What follows belongs to an exercise in optimizing a design on an open flow for small area; a production flow would make more cautious choices.
Where RTL was checked, it was by simulation tests only, not by an equivalence proof against the original.
No activity file was given, so power comes from the tool's default toggle rates.

== north ==
==> flow/design.v <==
module clock_cell_dffr(
	input wire ck,
	input wire rn,
	input wire d,
	output wire out
);
reg out_reg;
assign out = out_reg;
always @(posedge ck or negedge rn)
begin
	if(!rn)
		out_reg <= 1'b0;
	else
		out_reg <= d;
end
endmodule
module clock_logic_cross_sync_0(
	input  wire clock,
	input  wire resetn,
	input  wire data_in,
	output wire data_out
);
wire data_metastable;
clock_cell_dffr clock_domain_cross_sync(
	.ck(clock),
	.rn(resetn),
	.d(data_in),
	.out(data_metastable)
);
clock_cell_dffr meta_stable_remover(
	.ck(clock),
	.rn(resetn),
	.d(data_metastable),
	.out(data_out)
);
endmodule
module clock_logic_delay_chain_0(
	input  wire clock,
	input  wire resetn,
	input  wire data_in,
	output wire data_delay_1,
	output wire data_delay_2,
	output wire data_delay_3,
	output wire data_delay_4
);
reg [4:1] delay;
assign data_delay_1 = delay[1];
assign data_delay_2 = delay[2];
assign data_delay_3 = delay[3];
assign data_delay_4 = delay[4];
always @(posedge clock or negedge resetn)
begin
	if(~resetn)
		delay <= 4'b0;
	else
		delay <= {delay[3:1], data_in};
end
endmodule
module clock_route_control_div(
	input  wire clock,
	input  wire async_resetn,
	input  wire async_enable,
	output  reg async_enable_ack,
	input  wire async_update,
	output wire async_update_ack,
	input  wire [7:0] mfi,
	input  wire [7:0] mfn,
	input  wire [7:0] mfd,
	output wire control_path_data0_or_gate,
	output wire control_path_data1_and_gate
);
reg en_s1, enable, up_s1, update, update_prev;
reg [7:0] mfi_int, mfn_int, mfd_int;
reg [7:0] rem_s;   
reg remainder_overflow;
reg counter_in_1;
reg data1_clk, pre_data0_clk;
reg [7:0] ratio_samp;
genvar i;
wire update_edge = update & ~update_prev;
assign async_update_ack = update_prev;
reg [7:0] count_n;   
wire [7:0] cnt = ~count_n;
wire [7:0] addend = mfn_int & {8{counter_in_1}};
wire [8:0] ca;
wire [7:0] sum;
assign ca[0] = remainder_overflow & counter_in_1;
wire [8:0] cs;
wire [7:0] dm1;
assign cs[0] = 1'b0;
generate for (i = 0; i < 8; i = i + 1) begin : g_acc
	assign sum[i] = rem_s[i] ^ addend[i] ^ ca[i];
	assign ca[i+1] = (rem_s[i] & addend[i]) | (ca[i] & (rem_s[i] ^ addend[i]));
	assign dm1[i] = sum[i] ^ ~mfd_int[i] ^ cs[i];
	assign cs[i+1] = (sum[i] & ~mfd_int[i]) | (cs[i] & (sum[i] ^ ~mfd_int[i]));
end endgenerate
wire gt = cs[8];
wire take = counter_in_1 & gt;
wire [7:0] rem_next = take ? dm1 : sum;
wire ovf_next = counter_in_1 ? gt : remainder_overflow;
wire [8:0] ci;
wire [7:0] podf;
assign ci[0] = remainder_overflow;
generate for (i = 0; i < 8; i = i + 1) begin : g_podf
	assign podf[i] = mfi_int[i] ^ ci[i];
	assign ci[i+1] = mfi_int[i] & ci[i];
end endgenerate
wire podf_is_1 = (mfi_int[7:1] == 7'd0) & (mfi_int[0] ^ remainder_overflow);
wire load = podf_is_1 | (async_enable_ack & counter_in_1 & enable);
wire [8:0] bd;
wire [7:0] cm1_n;    
assign bd[0] = 1'b1;
generate for (i = 0; i < 8; i = i + 1) begin : g_dec
	assign cm1_n[i] = count_n[i] ^ bd[i];
	assign bd[i+1] = count_n[i] & bd[i];
end endgenerate
wire [7:0] cm1 = ~cm1_n;
wire cnt_zero = bd[8];
wire [7:0] shortx = {1'b0, ratio_samp[7:1]};
wire [8:0] g1;
assign g1[0] = 1'b0;
generate for (i = 0; i < 8; i = i + 1) begin : g_cmp1
	assign g1[i+1] = (cnt[i] & ~shortx[i]) | (g1[i] & (cnt[i] | ~shortx[i]));
end endgenerate
wire d1_next = g1[8];
wire [8:0] g2;
assign g2[0] = 1'b0;
generate for (i = 0; i < 8; i = i + 1) begin : g_cmp2
	assign g2[i+1] = (cm1[i] & ~shortx[i]) | (g2[i] & (cm1[i] | ~shortx[i]));
end endgenerate
wire d0_next = ratio_samp[0] ? (g2[8] & ~cnt_zero) : g1[8];
always @(posedge clock or negedge async_resetn)
begin
	if (~async_resetn) begin
		en_s1 <= 1'b0; enable <= 1'b0;
		up_s1 <= 1'b0; update <= 1'b0; update_prev <= 1'b0;
		mfi_int <= 8'd0; mfn_int <= 8'd0; mfd_int <= 8'd0;
		rem_s <= 8'd0; remainder_overflow <= 1'b0;
		async_enable_ack <= 1'b0;
		counter_in_1 <= 1'b1;
		count_n <= 8'hff;
		ratio_samp <= 8'd0;
		data1_clk <= 1'b0; pre_data0_clk <= 1'b0;
	end else begin
		en_s1 <= async_enable; enable <= en_s1;
		up_s1 <= async_update; update <= up_s1; update_prev <= update;
		if (update_edge) begin
			mfi_int <= mfi; mfn_int <= mfn; mfd_int <= mfd;
		end
		rem_s <= update_edge ? {8{ovf_next}} : rem_next;
		if (counter_in_1) begin
			remainder_overflow <= gt;
			async_enable_ack <= enable;
			ratio_samp <= podf;
		end
		counter_in_1 <= podf_is_1 | (count_n == 8'hfd) | ~async_enable_ack;
		count_n <= load ? ~podf : (cm1_n | {8{~async_enable_ack}});
		data1_clk <= d1_next;
		pre_data0_clk <= d0_next;
	end
end
assign control_path_data0_or_gate = pre_data0_clk;
assign control_path_data1_and_gate = data1_clk;
endmodule
Settings: LEC_CHECK=0, CAP_MARGIN=20, CORE_MARGIN=2, CORE_UTILIZATION=40, SLEW_MARGIN=20; clock period 5.0 ns.
standard.sh (not shown) runs the stock make flow with config.mk's settings and CLKGATE_MAP_FILE= SYNTH_SCRIPT=/design/flow/synth_recipe.tcl, a recipe that flattens the netlist after the stock synthesis.
==> flow/flow/run.sh <==
#!/bin/bash
# Standard synthesis and layout; port buffers use the smallest buffer and
# the clock tree is built without dummy loads.
set -e
export BUFFER_PORTS_ARGS="-buffer_cell sky130_fd_sc_hd__buf_1"
export CTS_ARGS="-sink_clustering_enable -repair_clock_nets -dont_use_dummy_load -buf_list sky130_fd_sc_hd__clkbuf_4"
bash standard.sh > standard.log 2>&1
diff inputs: north => south
--- a/flow/design.v
+++ b/flow/design.v
@@ -69,36 +69,36 @@
 	output wire control_path_data0_or_gate,
 	output wire control_path_data1_and_gate
 );
 reg en_s1, enable, up_s1, update, update_prev;
 reg [7:0] mfi_int, mfn_int, mfd_int;
-reg [7:0] rem_s;   
+reg [7:0] rem_n;   
 reg remainder_overflow;
 reg counter_in_1;
 reg data1_clk, pre_data0_clk;
 reg [7:0] ratio_samp;
 genvar i;
 wire update_edge = update & ~update_prev;
 assign async_update_ack = update_prev;
 reg [7:0] count_n;   
 wire [7:0] cnt = ~count_n;
-wire [7:0] addend = mfn_int & {8{counter_in_1}};
+wire [7:0] addend_n = ~(mfn_int & {8{counter_in_1}});
 wire [8:0] ca;
-wire [7:0] sum;
-assign ca[0] = remainder_overflow & counter_in_1;
+wire [7:0] nsum;
+assign ca[0] = ~(remainder_overflow & counter_in_1);
 wire [8:0] cs;
-wire [7:0] dm1;
-assign cs[0] = 1'b0;
+wire [7:0] ndm1;
+assign cs[0] = 1'b1;
 generate for (i = 0; i < 8; i = i + 1) begin : g_acc
-	assign sum[i] = rem_s[i] ^ addend[i] ^ ca[i];
-	assign ca[i+1] = (rem_s[i] & addend[i]) | (ca[i] & (rem_s[i] ^ addend[i]));
-	assign dm1[i] = sum[i] ^ ~mfd_int[i] ^ cs[i];
-	assign cs[i+1] = (sum[i] & ~mfd_int[i]) | (cs[i] & (sum[i] ^ ~mfd_int[i]));
+	assign nsum[i] = rem_n[i] ^ addend_n[i] ^ ca[i];
+	assign ca[i+1] = (rem_n[i] & addend_n[i]) | (ca[i] & (rem_n[i] ^ addend_n[i]));
+	assign ndm1[i] = nsum[i] ^ mfd_int[i] ^ cs[i];
+	assign cs[i+1] = (nsum[i] & mfd_int[i]) | (cs[i] & (nsum[i] ^ mfd_int[i]));
 end endgenerate
-wire gt = cs[8];
+wire gt = ~cs[8];
 wire take = counter_in_1 & gt;
-wire [7:0] rem_next = take ? dm1 : sum;
+wire [7:0] rem_next = take ? ndm1 : nsum;
 wire ovf_next = counter_in_1 ? gt : remainder_overflow;
 wire [8:0] ci;
 wire [7:0] podf;
 assign ci[0] = remainder_overflow;
 generate for (i = 0; i < 8; i = i + 1) begin : g_podf
@@ -133,11 +133,11 @@
 begin
 	if (~async_resetn) begin
 		en_s1 <= 1'b0; enable <= 1'b0;
 		up_s1 <= 1'b0; update <= 1'b0; update_prev <= 1'b0;
 		mfi_int <= 8'd0; mfn_int <= 8'd0; mfd_int <= 8'd0;
-		rem_s <= 8'd0; remainder_overflow <= 1'b0;
+		rem_n <= 8'hff; remainder_overflow <= 1'b0;
 		async_enable_ack <= 1'b0;
 		counter_in_1 <= 1'b1;
 		count_n <= 8'hff;
 		ratio_samp <= 8'd0;
 		data1_clk <= 1'b0; pre_data0_clk <= 1'b0;
@@ -145,11 +145,11 @@
 		en_s1 <= async_enable; enable <= en_s1;
 		up_s1 <= async_update; update <= up_s1; update_prev <= update;
 		if (update_edge) begin
 			mfi_int <= mfi; mfn_int <= mfn; mfd_int <= mfd;
 		end
-		rem_s <= update_edge ? {8{ovf_next}} : rem_next;
+		rem_n <= update_edge ? {8{~ovf_next}} : rem_next;
 		if (counter_in_1) begin
 			remainder_overflow <= gt;
 			async_enable_ack <= enable;
 			ratio_samp <= podf;
 		end
Notes after the runs:
Higher combinational power was reported by north, not south. Combined buffer and inverter count along the critical path ends up lower on north. south against north: filler-free cell count of the finished design decreased by 43 relative to the old numbers; via count of the first global-routing pass fell 133; inverter count of the layout excluding clock inverters saw a decrease; number of instances in the synthesized netlist fell 15%; worst setup slack after layout grew by 0.11 ns. [compare] base=north new=south: overall fraction of global-route tracks in use now smaller; die boundary width shows a reduction of 0.98 um; complex-gate fraction of the synthesized area shows a reduction of 0.68 points. Run comparison: south global-route layer with the greatest usage met1; north global-route layer with the greatest usage met2.
No functional check of the RTL was part of north.

[separate check: timing with driven ports]
The flow's constraints put no driver on any port. The routed layouts listed below were extracted and timed again, unchanged, in two steps.
Step 1, drivers: a clkbuf_16 drives clock and a buf_2 each remaining input, both assumed.
Step 2, shift: input delay + t, output delay - t, t = (earliest + latest rising clock arrival at the registers) / 2. This alone moves slack from input paths to output paths.
Three values: no drivers, after step 1, after step 2; two values: the first two.
| run | t (ns) | setup WS [ns] | pins driven straight from the clock port |
|---|---|---|---|
| north | 0.427 | 0.167 / 0.167 / 0.167 | 1 |
| south | 0.401 | 0.282 / 0.282 / 0.282 | 1 |
After both steps setup and hold are still met in every run listed.
